Context: an optimization exercise on an open-source flow, tuned for small area. The choices shown serve that exercise and are no tape-out recipe.
Function was checked by simulation only, so behaviour that the tests miss may differ from the original.
No activity file was given, so power comes from the tool's default toggle rates.

north:
==> flow/design.v <==
module Fifo #(
    parameter WIDTH      = 8,  
    parameter LOG2_DEPTH = 4   
)
(
    input clk,                        
    input rst,                        
    input write,                      
    input read,                       
    input [WIDTH-1:0] dataIn,         
    output wire [WIDTH-1:0] dataOut,  
    output reg dataPresent,           
    output wire halfFull,             
    output wire full                  
);
localparam DEPTH = 2**LOG2_DEPTH;
reg [WIDTH*DEPTH-1:0] ring;      
reg [LOG2_DEPTH-1:0] pointer;    
reg [LOG2_DEPTH-1:0] newest;     
reg pending;                     
wire zero = ~|pointer;
wire insert = write ? (newest == 'd0) : (pending & (&newest));
always @(posedge clk) begin
    ring <= {ring[WIDTH*(DEPTH-1)-1:0],
             insert ? dataIn : ring[WIDTH*DEPTH-1 -: WIDTH]};
end
always @(posedge clk) begin
    newest  <= write ? newest : newest + 1'b1;
    pending <= ~rst & (write | pending) & ~insert;
end
wire [LOG2_DEPTH-1:0] head = newest + pointer;
assign dataOut = (pending & zero) ? dataIn : ring[WIDTH*head +: WIDTH];
always @(posedge clk) begin
    if (rst) begin
        pointer <= 'd0;
        dataPresent <= 1'b0;
    end
    else begin
        dataPresent <= write
                     | (dataPresent & ~zero)
                     | (dataPresent &  zero & ~read);
        case ({read, write})
            2'b00 : pointer <= pointer;
            2'b01 : pointer <= (!full && dataPresent) ? pointer + 2'd1 : pointer;
            2'b10 : pointer <= (!zero)  ? pointer - 2'd1 : pointer;
            2'b11 : pointer <= pointer;
        endcase
    end
end
assign halfFull = pointer[LOG2_DEPTH-1];
assign full = &pointer;
endmodule
module Rx8b10b #(
    parameter FILL_WORD_RD0 = 10'b0011111010,  
    parameter FILL_WORD_RD1 = 10'b1100000101,  
    parameter FILL_WORD_FLIP = 1'b1,           
    parameter CLK_RATE = 8,                    
    parameter LOG2_DEPTH = 4                   
)
(
    input clk,            
    input rst,            
    input rxEnable,       
    input rx,             
    input readStrobe,     
    output dataPresent,   
    output halfFull,      
    output full,          
    output errorDetect,   
    output [7:0] dataOut  
);
parameter integer CLK_COUNT_WIDTH = $clog2(CLK_RATE-1);
localparam CLK_COUNT_INIT = CLK_RATE-1;
localparam CLK_COUNT_CAPTURE = (CLK_RATE>>1);
localparam RX_DELAY_LEN = CLK_RATE*2;
wire rxClk;
reg [RX_DELAY_LEN-1:0] rxDelay;
reg [CLK_COUNT_WIDTH-1:0] rxClkCount;
reg [7:0] decodedData;
reg [1:10] shiftData;
reg [3:0] inCounter;
reg shiftDone;
reg locked;
reg writeStrobe;
reg rxD1;
reg error5b6b;
reg error3b4b;
if (LOG2_DEPTH > 0) begin
    Fifo #(
        .WIDTH(8),               
        .LOG2_DEPTH(LOG2_DEPTH)  
    )
    txFifo
    (
        .clk(clk),                  
        .rst(rst),                  
        .write(writeStrobe),        
        .read(readStrobe),          
        .dataIn(decodedData),       
        .dataOut(dataOut),          
        .dataPresent(dataPresent),  
        .halfFull(halfFull),        
        .full(full)                 
    );
end
else begin
    assign dataOut = decodedData;
end
assign rxClk = (rxClkCount == CLK_COUNT_CAPTURE);
always @(posedge clk) begin
    rxD1 <= rx;
    if (rst) begin
        rxD1       <= 1'b0;
        rxClkCount <= 'd0;
    end
    else if ((rx ^ rxD1) || (rxClkCount == 'd0)) begin
        rxClkCount <= CLK_COUNT_INIT;
    end
    else begin
        rxClkCount <= rxClkCount - 2'd1;
    end
end
always @(posedge clk) begin
    rxDelay <= (rxDelay << 1) | rx;
    if (rxClk) begin
        shiftData <= {shiftData[2:10], rxDelay[RX_DELAY_LEN-1]};
    end
    if (rst) begin
        rxDelay   <= 'd0;
        shiftData <= 'd0;
    end
    if (rst) begin
        inCounter <= 'd0;
        shiftDone <= 1'b0;
        locked    <= 1'b0;
    end
    else if (rxEnable && ~locked 
        && ((shiftData == FILL_WORD_RD1) || (shiftData == FILL_WORD_RD0)))
    begin
        inCounter <= 'd0;
        shiftDone <= 1'b0;
        locked    <= 1'b1;
    end
    else if (rxEnable && locked && rxClk) begin
        inCounter <= inCounter + 2'd1;
        shiftDone <= 1'b0;
    end
    else if ((inCounter == 'd10)
        && !((shiftData == FILL_WORD_RD1) || (shiftData == FILL_WORD_RD0)))
    begin
        inCounter <= 'd0;
        shiftDone <= 1'b1;
    end
    else if (inCounter == 'd10) begin
        inCounter <= 'd0;
    end
    else if (~rxEnable) begin
        inCounter <= 'd0;
        shiftDone <= 1'b0;
        locked    <= 1'b0;
    end
    else begin
        inCounter <= inCounter;
        shiftDone <= 1'b0;
    end
end
assign errorDetect = error5b6b | error3b4b;
always @(posedge clk) begin
    if (rst) begin
        error5b6b <= 1'b0;
        error3b4b <= 1'b0;
        decodedData <= 'd0;
        writeStrobe <= 1'b0;
    end
    else begin
        if (shiftDone) begin
            writeStrobe <= 1'b1;
            error5b6b <= 1'b0;
            error3b4b <= 1'b0;
            case (shiftData[1:6])
                6'b100111 : decodedData[4:0] <= 5'b00000;
                6'b011000 : decodedData[4:0] <= 5'b00000;
                6'b011101 : decodedData[4:0] <= 5'b00001;
                6'b100010 : decodedData[4:0] <= 5'b00001;
                6'b101101 : decodedData[4:0] <= 5'b00010;
                6'b010010 : decodedData[4:0] <= 5'b00010;
                6'b110001 : decodedData[4:0] <= 5'b00011;
                6'b110101 : decodedData[4:0] <= 5'b00100;
                6'b001010 : decodedData[4:0] <= 5'b00100;
                6'b101001 : decodedData[4:0] <= 5'b00101;
                6'b011001 : decodedData[4:0] <= 5'b00110;
                6'b111000 : decodedData[4:0] <= 5'b00111;
                6'b000111 : decodedData[4:0] <= 5'b00111;
                6'b111001 : decodedData[4:0] <= 5'b01000;
                6'b000110 : decodedData[4:0] <= 5'b01000;
                6'b100101 : decodedData[4:0] <= 5'b01001;
                6'b010101 : decodedData[4:0] <= 5'b01010;
                6'b110100 : decodedData[4:0] <= 5'b01011;
                6'b001101 : decodedData[4:0] <= 5'b01100;
                6'b101100 : decodedData[4:0] <= 5'b01101;
                6'b011100 : decodedData[4:0] <= 5'b01110;
                6'b010111 : decodedData[4:0] <= 5'b01111;
                6'b101000 : decodedData[4:0] <= 5'b01111;
                6'b011011 : decodedData[4:0] <= 5'b10000;
                6'b100100 : decodedData[4:0] <= 5'b10000;
                6'b100011 : decodedData[4:0] <= 5'b10001;
                6'b010011 : decodedData[4:0] <= 5'b10010;
                6'b110010 : decodedData[4:0] <= 5'b10011;
                6'b001011 : decodedData[4:0] <= 5'b10100;
                6'b101010 : decodedData[4:0] <= 5'b10101;
                6'b011010 : decodedData[4:0] <= 5'b10110;
                6'b111010 : decodedData[4:0] <= 5'b10111;
                6'b000101 : decodedData[4:0] <= 5'b10111;
                6'b110011 : decodedData[4:0] <= 5'b11000;
                6'b001100 : decodedData[4:0] <= 5'b11000;
                6'b100110 : decodedData[4:0] <= 5'b11001;
                6'b010110 : decodedData[4:0] <= 5'b11010;
                6'b110110 : decodedData[4:0] <= 5'b11011;
                6'b001001 : decodedData[4:0] <= 5'b11011;
                6'b001110 : decodedData[4:0] <= 5'b11100;
                6'b101110 : decodedData[4:0] <= 5'b11101;
                6'b010001 : decodedData[4:0] <= 5'b11101;
                6'b011110 : decodedData[4:0] <= 5'b11110;
                6'b100001 : decodedData[4:0] <= 5'b11110;
                6'b101011 : decodedData[4:0] <= 5'b11111;
                6'b010100 : decodedData[4:0] <= 5'b11111;
                default   : begin decodedData[4:0] <= 5'b00000; error5b6b <= 1'b1; end
            endcase
            case (shiftData[7:10])
                4'b1011 : decodedData[7:5] <= 3'b000;
                4'b0100 : decodedData[7:5] <= 3'b000;
                4'b1001 : decodedData[7:5] <= 3'b001;
                4'b0101 : decodedData[7:5] <= 3'b010;
                4'b1100 : decodedData[7:5] <= 3'b011;
                4'b0011 : decodedData[7:5] <= 3'b011;
                4'b1101 : decodedData[7:5] <= 3'b100;
                4'b0010 : decodedData[7:5] <= 3'b100;
                4'b1010 : decodedData[7:5] <= 3'b101;
                4'b0110 : decodedData[7:5] <= 3'b110;
                4'b0111 : decodedData[7:5] <= 3'b111;
                4'b1110 : decodedData[7:5] <= 3'b111;
                4'b1000 : decodedData[7:5] <= 3'b111;
                4'b0001 : decodedData[7:5] <= 3'b111;
                default : begin decodedData[7:5] <= 3'b000; error3b4b <= 1'b1; end
            endcase
        end
        else begin
            writeStrobe <= 1'b0;
        end
    end
end
endmodule
Settings: LEC_CHECK=0, CAP_MARGIN=20, CORE_MARGIN=2, CORE_UTILIZATION=40, CTS_BUF_LIST=sky130_fd_sc_hd__clkbuf_4 sky130_fd_sc_hd__clkbuf_8, SLEW_MARGIN=20; clock period 5.0 ns.
run.sh (not shown) runs the stock make flow with config.mk's settings and CLKGATE_MAP_FILE= SYNTH_SCRIPT=/design/flow/synth_recipe.tcl, a recipe that flattens the netlist after the stock synthesis.
north completed every stage of the flow, and the final layout passed the timing, design-rule and antenna checks.
Modified inputs, south compared to north
# north
export LEC_CHECK = 0
export CAP_MARGIN = 20
export CORE_MARGIN = 2
export CORE_UTILIZATION = 40
export CTS_BUF_LIST = sky130_fd_sc_hd__clkbuf_4 sky130_fd_sc_hd__clkbuf_8
export SLEW_MARGIN = 20
create_clock -name core_clock -period 5.0 [get_ports {clk}]
# south
export LEC_CHECK = 0
export CAP_MARGIN = 20
export CORE_MARGIN = 2
export CORE_UTILIZATION = 40
export CTS_BUF_LIST = sky130_fd_sc_hd__clkbuf_8
export SLEW_MARGIN = 20
create_clock -name core_clock -period 5.0 [get_ports {clk}]
--- outcome ---
south was carried through to the last stage, and its layout satisfied the timing, design-rule and antenna checks. Per the comparison of south with north, clock distribution power now smaller; summed instance area of the synthesized netlist comparable; power per cell area went down; core utilization stayed essentially flat. On final instance area, north and south are neck and neck. north → south: total via count in the routed design went up 0.53%, per-cell routed wire length level, non-clock buffer count essentially unchanged.

## afterwards: timing with drivers on the ports
How much do the figures lean on ideal ports? The routed layouts below were timed once more, with nothing changed but the port constraints.
Step 1: set_driving_cell puts a clkbuf_16 on clk and a buf_2 on each other input, an assumption about the parent block.
Step 2 adds t to the input delays and takes it off the output delays; t is the mean of the earliest and latest rising clock arrival at the registers after step 1. Input paths then give back, and output paths get back, about the clock's delay inside the block.
Slacks: ideal ports / drivers / drivers and shift; pairs: ideal ports / drivers.
run	t, ns	setup WS [ns]	pins driven straight from the clock port
north	0.476	0.475 / 0.437 / 0.912	1
south	0.484	0.471 / 0.432 / 0.917	1
After both steps every run listed still meets setup and hold.
